This is an optimization exercise on Yosys and OpenROAD, whose aim is small area, a short achievable clock period and few clock cycles, not a production implementation. Only simulation tests tie the RTL to the original design; equivalence was not proved. Power figures rest on the tool's default switching activity, not on a simulated workload.

==> flow/design.v (excerpt) <==
module copyEngine  #(
    parameter DATA_WIDTH       = 64,
    parameter ADDR_WIDTH       = 32,
    parameter LEN              = 16,
    parameter FULL_WORD_SIZE   = DATA_WIDTH / 8
) (
    input                             rstn,
    input                             clk,
    input                             src_dw_sel_i, 
    input                             dst_dw_sel_i, 
    input                             copy_i,
    input                             set_i,
    input        [7:0]                setVal_i,
    input                             flush_i,
    input        [LEN-1:0]            len_i,
    input        [ADDR_WIDTH-1:0]     src_i,
    input        [ADDR_WIDTH-1:0]     dst_i,
    output logic                      done_o,
    output logic                      mem_re_r,
    output logic [ADDR_WIDTH-1:0]     mem_rad_r,
    input                             mem_rreq_rdy,
    input        [DATA_WIDTH-1:0]     mem_rdat,
    input                             mem_rdat_rdy,
    output logic [FULL_WORD_SIZE-1:0] mem_bwe_r,
    output logic [ADDR_WIDTH-1:0]     mem_wad_r,
    output logic [DATA_WIDTH-1:0]     mem_wdat_r,
    input                             mem_wreq_rdy,
    output logic                      flush_r,
    output logic [ADDR_WIDTH-1:0]     cmd_adr_r,
    input                             cmd_rdy
);
    localparam int K  = 4;                
    localparam int PW = $clog2(K);
    localparam int WH = LEN - 2;
    logic              idle_r;            
    logic              busy_r;            
    logic              copy_r;            
    logic              sdw_r, ddw_r;      
    logic [1:0]        os_r, od_r;        
    logic [1:0]        lm_r;              
    logic              rfirst_r;          
    logic              nr1_r;             
    logic              dneg_r;            
    logic [1:0]        wo_r;              
    logic [1:0]        dl_r;              
    logic              prime_r;           
  ...
Size in the first run: about 1,500 cells after synthesis, ~320 flip-flops, about 330 I/O pins.
Settings: LEC_CHECK=0, ABC_CLOCK_PERIOD_IN_PS=3000, CAP_MARGIN=20, CORE_MARGIN=2, CORE_UTILIZATION=65, SLEW_MARGIN=20; clock period 10.0 ns.
standard.sh (not shown) runs the stock make flow with config.mk's settings and CLKGATE_MAP_FILE= SYNTH_SCRIPT=/design/flow/synth_recipe.tcl, a recipe that flattens the netlist after the stock synthesis.
==> flow/flow/run.sh <==
#!/bin/bash
bash standard.sh "BUFFER_PORTS_ARGS=-buffer_cell sky130_fd_sc_hd__buf_1" SETUP_SLACK_MARGIN=7 TNS_END_PERCENT=10 "CTS_ARGS=-sink_clustering_enable -repair_clock_nets -dont_use_dummy_load -buf_list {sky130_fd_sc_hd__clkbuf_8 sky130_fd_sc_hd__clkbuf_16} -sink_clustering_size 24 -sink_clustering_max_diameter 80" finish > standard.log 2>&1
The baseline completed without violations.
Testbench counts at the start, summed over its fixed seeds: cycles 24,052.
Change:
==> flow/flow/run.sh (replaced) <==
#!/bin/bash
bash standard.sh "BUFFER_PORTS_ARGS=-buffer_cell sky130_fd_sc_hd__buf_1" SETUP_SLACK_MARGIN=6.6 TNS_END_PERCENT=10 "CTS_ARGS=-sink_clustering_enable -repair_clock_nets -dont_use_dummy_load -buf_list {sky130_fd_sc_hd__clkbuf_8 sky130_fd_sc_hd__clkbuf_16} -sink_clustering_size 24 -sink_clustering_max_diameter 80" finish > standard.log 2>&1
ABC_CLOCK_PERIOD_IN_PS = not set   (was 3000)
=> Power falls by 1.7%; worst hold slack stays flat; cell area decreases by 1.7%.
Change:
==> flow/flow/run.sh (replaced) <==
#!/bin/bash
bash standard.sh "BUFFER_PORTS_ARGS=-buffer_cell sky130_fd_sc_hd__buf_1" SETUP_SLACK_MARGIN=7 TNS_END_PERCENT=5 "CTS_ARGS=-sink_clustering_enable -repair_clock_nets -dont_use_dummy_load -buf_list {sky130_fd_sc_hd__clkbuf_8 sky130_fd_sc_hd__clkbuf_16} -sink_clustering_size 24 -sink_clustering_max_diameter 80" finish > standard.log 2>&1
Result:
- The changed run completed with no timing, DRC or antenna violations
- via count is higher by 1.6%
- area after synthesis stays the same
- critical path depth is lower by 5
- hold slack barely changes
Change:
==> flow/flow/run.sh (replaced) <==
#!/bin/bash
bash standard.sh "BUFFER_PORTS_ARGS=-buffer_cell sky130_fd_sc_hd__buf_1" SETUP_SLACK_MARGIN=7 TNS_END_PERCENT=30 "CTS_ARGS=-sink_clustering_enable -repair_clock_nets -dont_use_dummy_load -buf_list {sky130_fd_sc_hd__clkbuf_8 sky130_fd_sc_hd__clkbuf_16} -sink_clustering_size 24 -sink_clustering_max_diameter 80" finish > standard.log 2>&1
What happened: The changed run produced a clean layout; setup slack is better by 0.0069 ns; global-route usage is higher by 0.41 points; design area is higher by about 3.4%; power is higher by 5.1%; clock power is higher by 4.9%.

==> static timing again, ports no longer ideal <==
No port has a modelled driver above. Below, the same layouts with a new extraction and two added sets of constraints. Step 1, drivers: a clkbuf_16 drives clk and a buf_2 each remaining input, both assumed. Step 2, shift: input delay + t, output delay - t, t = (earliest + latest rising clock arrival at the registers) / 2. This alone moves slack from input paths to output paths. Three values: ideal ports, drivers, drivers and shift; two values: the first two.
run	t, ns	setup slack, ns	hold slack, ns
the first run	0.543	6.835 / 6.782 / 6.382	0.485 / 0.485 / 0.485
the second run	0.542	6.643 / 6.660 / 6.118	0.485 / 0.485 / 0.485
the third run	0.543	6.835 / 6.782 / 6.382	0.485 / 0.485 / 0.485
the fourth run	0.556	6.842 / 6.791 / 6.401	0.500 / 0.500 / 0.500
After both steps every run listed still meets setup and hold. The setup slack of the second run, which loses most, moves by +0.017 ns with the drivers and by -0.525 ns with both steps.
